Background: an optimization exercise with open tools, aiming at small area, a short achievable clock period and few clock cycles. Do not read the settings as production practice. At most, simulation tests tie the RTL to the original design; equivalence was not proved.

// seq_signed_mult
module seq_signed_mult(
  input         clk,
  input         rst,           
  input         start,         
  input  [7:0]  multiplier,    
  input  [7:0]  multiplicand,  
  output [14:0] product,       
  output [19:0] bcd,           
  output        sign,          
  output        done           
);
Size: about 720 cells after synthesis, ~17 flip-flops, ~56 I/O pins, roughly 4700 µm² of cells after synthesis.
make LEC_CHECK=0 ABC_AREA=1 CAP_MARGIN=20 CORE_MARGIN=2 CORE_UTILIZATION=60 SLEW_MARGIN=20 SYNTH_HIERARCHICAL=1 SYNTH_MINIMUM_KEEP_SIZE=0 finish   # period 12.0 ns
run.sh (not shown) runs the stock make flow with config.mk's settings and CLKGATE_MAP_FILE= SYNTH_SCRIPT=/design/flow/synth_recipe.tcl, a recipe that flattens the netlist after the stock synthesis.
Testbench counts at the start, summed over its fixed seeds: cycles 3,200.
Next try:
==> flow/flow/run.sh (new file) <==
#!/bin/bash
# The standard layout, with plain buffers (not delay buffers) on the ports, and
# timing repair aiming at a slack margin beyond what the clock period asks.
set -euo pipefail
export BUFFER_PORTS_ARGS="-buffer_cell sky130_fd_sc_hd__buf_2"
export SETUP_SLACK_MARGIN=6.8
bash standard.sh > standard_flow.log 2>&1
==> flow/standard.sh (new file) <==
#!/bin/bash
# synth_recipe.tcl (not shown) runs the flow's synth.tcl, then flattens the netlist and writes it again
# the make line also repeats each setting of config.mk as NAME=value (left out here)
make -C /OpenROAD-flow-scripts/flow DESIGN_CONFIG=/design/flow/config.mk WORK_HOME=/design/flow/orfs CLKGATE_MAP_FILE= SYNTH_SCRIPT=/design/flow/synth_recipe.tcl "${@:-finish}"
removed: flow/run.sh
After rerunning: Clock skew does not change. Area after synthesis stays the same. Sequential share of layout area decreases by 2.3 points. Worst setup slack gets better by 100 ps. Die area does not change. Count of clock-buffer cells in the layout stays the same. Design area increases by 33%. Register-to-register slack gets worse by 80 ps.
Next try:
==> flow/flow/run.sh (replaced) <==
#!/bin/bash
# The standard layout, with plain buffers (not delay buffers) on the ports.
set -euo pipefail
export BUFFER_PORTS_ARGS="-buffer_cell sky130_fd_sc_hd__buf_1"
bash standard.sh > standard_flow.log 2>&1
Result: Core utilization decreases by 28 points. Non-clock buffer count goes down by 76. Synthesized area is unchanged. Worst setup slack is better by 250 ps. Die area is unchanged. Via count is lower by 27%. Global-route usage went down by 9.6 points. Count of clock-buffer cells in the layout goes up by 1. Worst hold slack gets worse by 39 ps. Wire length shrinks by 51%.

---

oak:
seq_signed_mult, a different RTL version from the one above (not shown whole).
For scale: ~17 flip-flops, ~56 I/O pins, about 4400 sq um of cells after synthesis.
export LEC_CHECK = 0
export CAP_MARGIN = 20
export CORE_MARGIN = 2
export CORE_UTILIZATION = 60
export SLEW_MARGIN = 20
export SYNTH_HIERARCHICAL = 1
export SYNTH_MINIMUM_KEEP_SIZE = 0
create_clock -name core_clock -period 12.0 [get_ports {clk}]
standard.sh (not shown) runs the stock make flow with config.mk's settings and CLKGATE_MAP_FILE= SYNTH_SCRIPT=/design/flow/synth_recipe.tcl, a recipe that flattens the netlist after the stock synthesis.
==> flow/flow/run.sh <==
#!/bin/bash
# The standard layout with plain buffers (not delay buffers) on the ports.
# The floorplan step's gate sizing (sizing and pin swaps only, no new
# buffers) aims at a slack margin of 7.0 ns; the later steps repair as usual.
set -euo pipefail
export BUFFER_PORTS_ARGS="-buffer_cell sky130_fd_sc_hd__buf_2"
bash standard.sh synth > standard_synth.log 2>&1
SETUP_SLACK_MARGIN=7.0 bash standard.sh floorplan > standard_floorplan.log 2>&1
bash standard.sh > standard_rest.log 2>&1
oak completed every stage of the flow, and the final layout passed the timing, design-rule and antenna checks.
## Diff of input files: pine against oak
==> flow/flow/run.sh <==
#!/bin/bash
# The standard layout with plain buffers (not delay buffers) on the ports.
# The floorplan step's gate sizing (sizing and pin swaps only, no new
# buffers) aims at a slack margin of 6.0 ns; the later steps repair as usual.
set -euo pipefail
export BUFFER_PORTS_ARGS="-buffer_cell sky130_fd_sc_hd__buf_2"
bash standard.sh synth > standard_synth.log 2>&1
SETUP_SLACK_MARGIN=6.0 bash standard.sh floorplan > standard_floorplan.log 2>&1
bash standard.sh > standard_rest.log 2>&1
==> comparison <==
- Hold slack, pine and oak: larger value in oak
- Final non-filler cell area (pine / oak): 0.872
- The lower number of vias per cell after detailed routing of pine and oak is in pine.
- [compare] base=oak new=pine: length of the first detailed-routing pass in iterations went up; total number of vias saw a decrease.
- Fraction of met1 tracks used by global routing, pine and oak: larger value in oak
- pine: number of filler instances in the final layout higher than oak
- Critical path's largest stage delay, pine and oak: larger value in oak
Function was not checked in any run of this note: the RTL went through the layout flow alone.

---

RTL: one of the versions met above, not the one the previous note started from.
For scale: about 56 I/O pins.
clock: 12.0 ns
lec_check: 0
abc_area: 1
cap_margin: 20
core_margin: 2
core_utilization: 60
setup_slack_margin: 5
slew_margin: 20
synth_hierarchical: 1
synth_minimum_keep_size: 0
==> flow/flow/run.sh <==
#!/bin/bash
# The standard layout, with plain buffers (not delay buffers) on the ports.
set -euo pipefail
export BUFFER_PORTS_ARGS="-buffer_cell sky130_fd_sc_hd__buf_2"
bash standard.sh > standard_flow.log 2>&1
The baseline ran to the end with no violations.
Testbench counts at the start, summed over its fixed seeds: cycles 3,200.
Rerun with:
--- a/flow/config.mk
+++ b/flow/config.mk
@@ -11,2 +11 @@
-export CORE_UTILIZATION = 60
-export SETUP_SLACK_MARGIN = 5
+export CORE_UTILIZATION = 75
The new run ran to the end with no violations.
Area after synthesis is unchanged.
Worst setup slack improves by 8.2 ps.
Via count climbs by 2.3%.
Wire length rose by 4.8%.
Cell count shrinks by 3.1%.
Register-to-register slack barely changes.
Core utilization went up by 18 points.
Flip-flop and latch count stays the same.
Non-clock buffer count stays the same.

---

Starting RTL as in the previous note.
## seq_signed_mult
module seq_signed_mult(
  input         clk,
  input         rst,           
  input         start,         
  input  [7:0]  multiplier,    
  input  [7:0]  multiplicand,  
  output [14:0] product,       
  output [19:0] bcd,           
  output        sign,          
  output        done           
);
  wire [14:0] mag;
  unsigned_multiplier um(.multiplier(multiplier), .multiplicand(multiplicand),
    .product(mag));
  reg [14:0] product_r;
  reg        sign_r;
  reg        done_r;
  always @(posedge clk) begin
    if (start) begin
      product_r <= mag;
      sign_r    <= (multiplier[7] ^ multiplicand[7]) &&
                   (multiplier != 8'd0) && (multiplicand != 8'd0);
    end
  end
  always @(posedge clk) begin
    if (rst)
      done_r <= 1'b0;
    else if (start)
      done_r <= 1'b1;
  end
  bin_to_bcd binary_bcd(.in(product_r), .bcd(bcd));
  assign product = product_r;
  assign sign    = sign_r;
  assign done    = done_r;
endmodule
clock: 12.0 ns
lec_check: 0
abc_area: 1
cap_margin: 20
core_margin: 2
core_utilization: 60
slew_margin: 20
synth_hierarchical: 1
synth_minimum_keep_size: 0
==> flow/flow/run.sh <==
#!/bin/bash
# The standard layout, with plain buffers (not delay buffers) on the ports, and
# timing repair aiming at a slack margin beyond what the clock period asks.
set -euo pipefail
export BUFFER_PORTS_ARGS="-buffer_cell sky130_fd_sc_hd__buf_2"
export SETUP_SLACK_MARGIN=6.0
bash standard.sh > standard_flow.log 2>&1
Testbench counts at the start, summed over its fixed seeds: cycles 3,200.
Next try:
==> flow/flow/run.sh (replaced) <==
#!/bin/bash
# The standard layout, with plain buffers (not delay buffers) on the ports.
set -euo pipefail
export BUFFER_PORTS_ARGS="-buffer_cell sky130_fd_sc_hd__buf_2"
bash standard.sh > standard_flow.log 2>&1
After rerunning: Routed wire length goes down by about 30%; setup slack is better by 0.29 ns; register-to-register slack is about the same; synthesized area is unchanged; via count falls by 17%; synthesized cell count does not change; hold slack gets better by 0.020 ns; global-route usage shrinks by 3.4 points; flip-flop and latch count does not change.

---

## main
Another version of the RTL of seq_signed_mult (not shown whole).
Size: about 770 cells after synthesis, ~17 flip-flops, about 56 I/O pins.
Settings: LEC_CHECK=0, ABC_AREA=1, CAP_MARGIN=20, CORE_MARGIN=2, CORE_UTILIZATION=60, SLEW_MARGIN=20, SYNTH_HIERARCHICAL=1, SYNTH_MINIMUM_KEEP_SIZE=0; clock period 12.0 ns.
==> flow/flow/run.sh <==
#!/bin/bash
# The standard layout, with plain buffers (not delay buffers) on the ports.
set -euo pipefail
export BUFFER_PORTS_ARGS="-buffer_cell sky130_fd_sc_hd__buf_2"
bash standard.sh > standard_flow.log 2>&1
main reached the final stage; the timing, design-rule and antenna checks on its layout passed.
Testbench counts of main, summed over its fixed seeds: cycles 3,200.
Edits applied to the flow inputs when going from main to the feature branch:
--- a/flow/flow/run.sh
+++ b/flow/flow/run.sh
@@ -4,0 +5 @@
+export SETUP_SLACK_MARGIN=5.7
==> notes.md <==
Going from main to the feature branch, multi-input combinational cell area rose 22%.
The feature branch reached the final stage; the timing, design-rule and antenna checks on its layout passed.

---

Another version of the RTL of seq_signed_mult (not shown whole).
For scale: roughly 710 cells after synthesis, roughly 17 flip-flops.
clock: 12.0 ns
lec_check: 0
abc_area: 1
cap_margin: 20
core_margin: 2
core_utilization: 60
slew_margin: 60
synth_hierarchical: 1
synth_minimum_keep_size: 0
==> flow/flow/run.sh <==
#!/bin/bash
# The standard layout, with plain buffers (not delay buffers) on the ports.
set -euo pipefail
export BUFFER_PORTS_ARGS="-buffer_cell sky130_fd_sc_hd__buf_2"
bash standard.sh > standard_flow.log 2>&1
Testbench counts at the start, summed over its fixed seeds: cycles 3,200.
Rerun with:
CTS_BUF_LIST = sky130_fd_sc_hd__clkbuf_4   (was not set)
SLEW_MARGIN = 20   (was 60)
Wire length drops by 1.3%.
Sequential share of layout area is about the same.
Cell count is unchanged.
Design area drops by 0.39%.
Synthesized area does not change.
Fmax drops by 0.81%.
Rerun with:
CTS_BUF_LIST = not set   (was sky130_fd_sc_hd__clkbuf_4)
What happened: The changed run produced a clean layout. Final area grows by 0.39%. Sequential share of layout area stays flat. Worst hold slack degrades by 0.0076 ns. Synthesized cell count stays the same. Wire length increases by 1.3%. Global-route usage is higher by 0.19 points. Synthesized area stays the same. Critical path depth is unchanged. Worst setup slack improved by 0.051 ns. Count of clock-buffer cells in the layout does not change. Utilization went up by 0.26 points.

## separate check: timing with driven ports
The results above use ideal ports. As a check the final layouts listed here were re-extracted and re-timed, cells and wires unchanged. Step 1, drivers: a clkbuf_16 drives clk and a buf_2 each remaining input, both assumed. Step 2 moves the port delays by t, midway between the first and last clock arrival at a register: inputs arrive t later, outputs are due t later. That takes back most of the time a late clock gives input paths. a / b / c = ideal / step 1 / step 2; a / b = the first two.
run | shift t [ns] | setup WS [ns] | slew at the worst register clock pin (ns) | cell pins on the clock port's net
the first run of note 1 | 0.272 | 5.109 / 5.115 / 4.843 | 0.07 / 0.07 | 1
the second run of note 1 | 0.285 | 5.211 / 5.186 / 5.471 | 0.08 / 0.08 | 1
the third run of note 1 | 0.275 | 5.462 / 5.461 / 5.186 | 0.07 / 0.07 | 1
oak | 0.274 | 5.550 / 5.523 / 5.634 | 0.07 / 0.07 | 1
pine | 0.270 | 5.232 / 5.208 / 5.291 | 0.06 / 0.06 | 1
the first run of note 3 | 0.272 | 5.661 / 5.634 / 5.480 | 0.07 / 0.07 | 1
the second run of note 3 | 0.281 | 5.669 / 5.642 / 5.426 | 0.07 / 0.07 | 1
the first run of note 4 | 0.284 | 5.369 / 5.340 / 5.624 | 0.07 / 0.07 | 1
the second run of note 4 | 0.272 | 5.661 / 5.634 / 5.480 | 0.07 / 0.07 | 1
main | 0.275 | 5.662 / 5.636 / 5.571 | 0.07 / 0.07 | 1
the feature branch | 0.280 | 5.191 / 5.162 / 5.442 | 0.07 / 0.07 | 1
the first run of note 6 | 0.280 | 5.692 / 5.667 / 5.441 | 0.07 / 0.07 | 1
the second run of note 6 | 0.318 | 5.641 / 5.619 / 5.476 | 0.11 / 0.11 | 1
the third run of note 6 | 0.280 | 5.692 / 5.667 / 5.441 | 0.07 / 0.07 | 1
After both steps setup and hold are still met in every run listed. For the third run of note 1, which loses most, drivers alone change the setup slack by -0.001 ns; drivers and shift together by -0.276 ns.
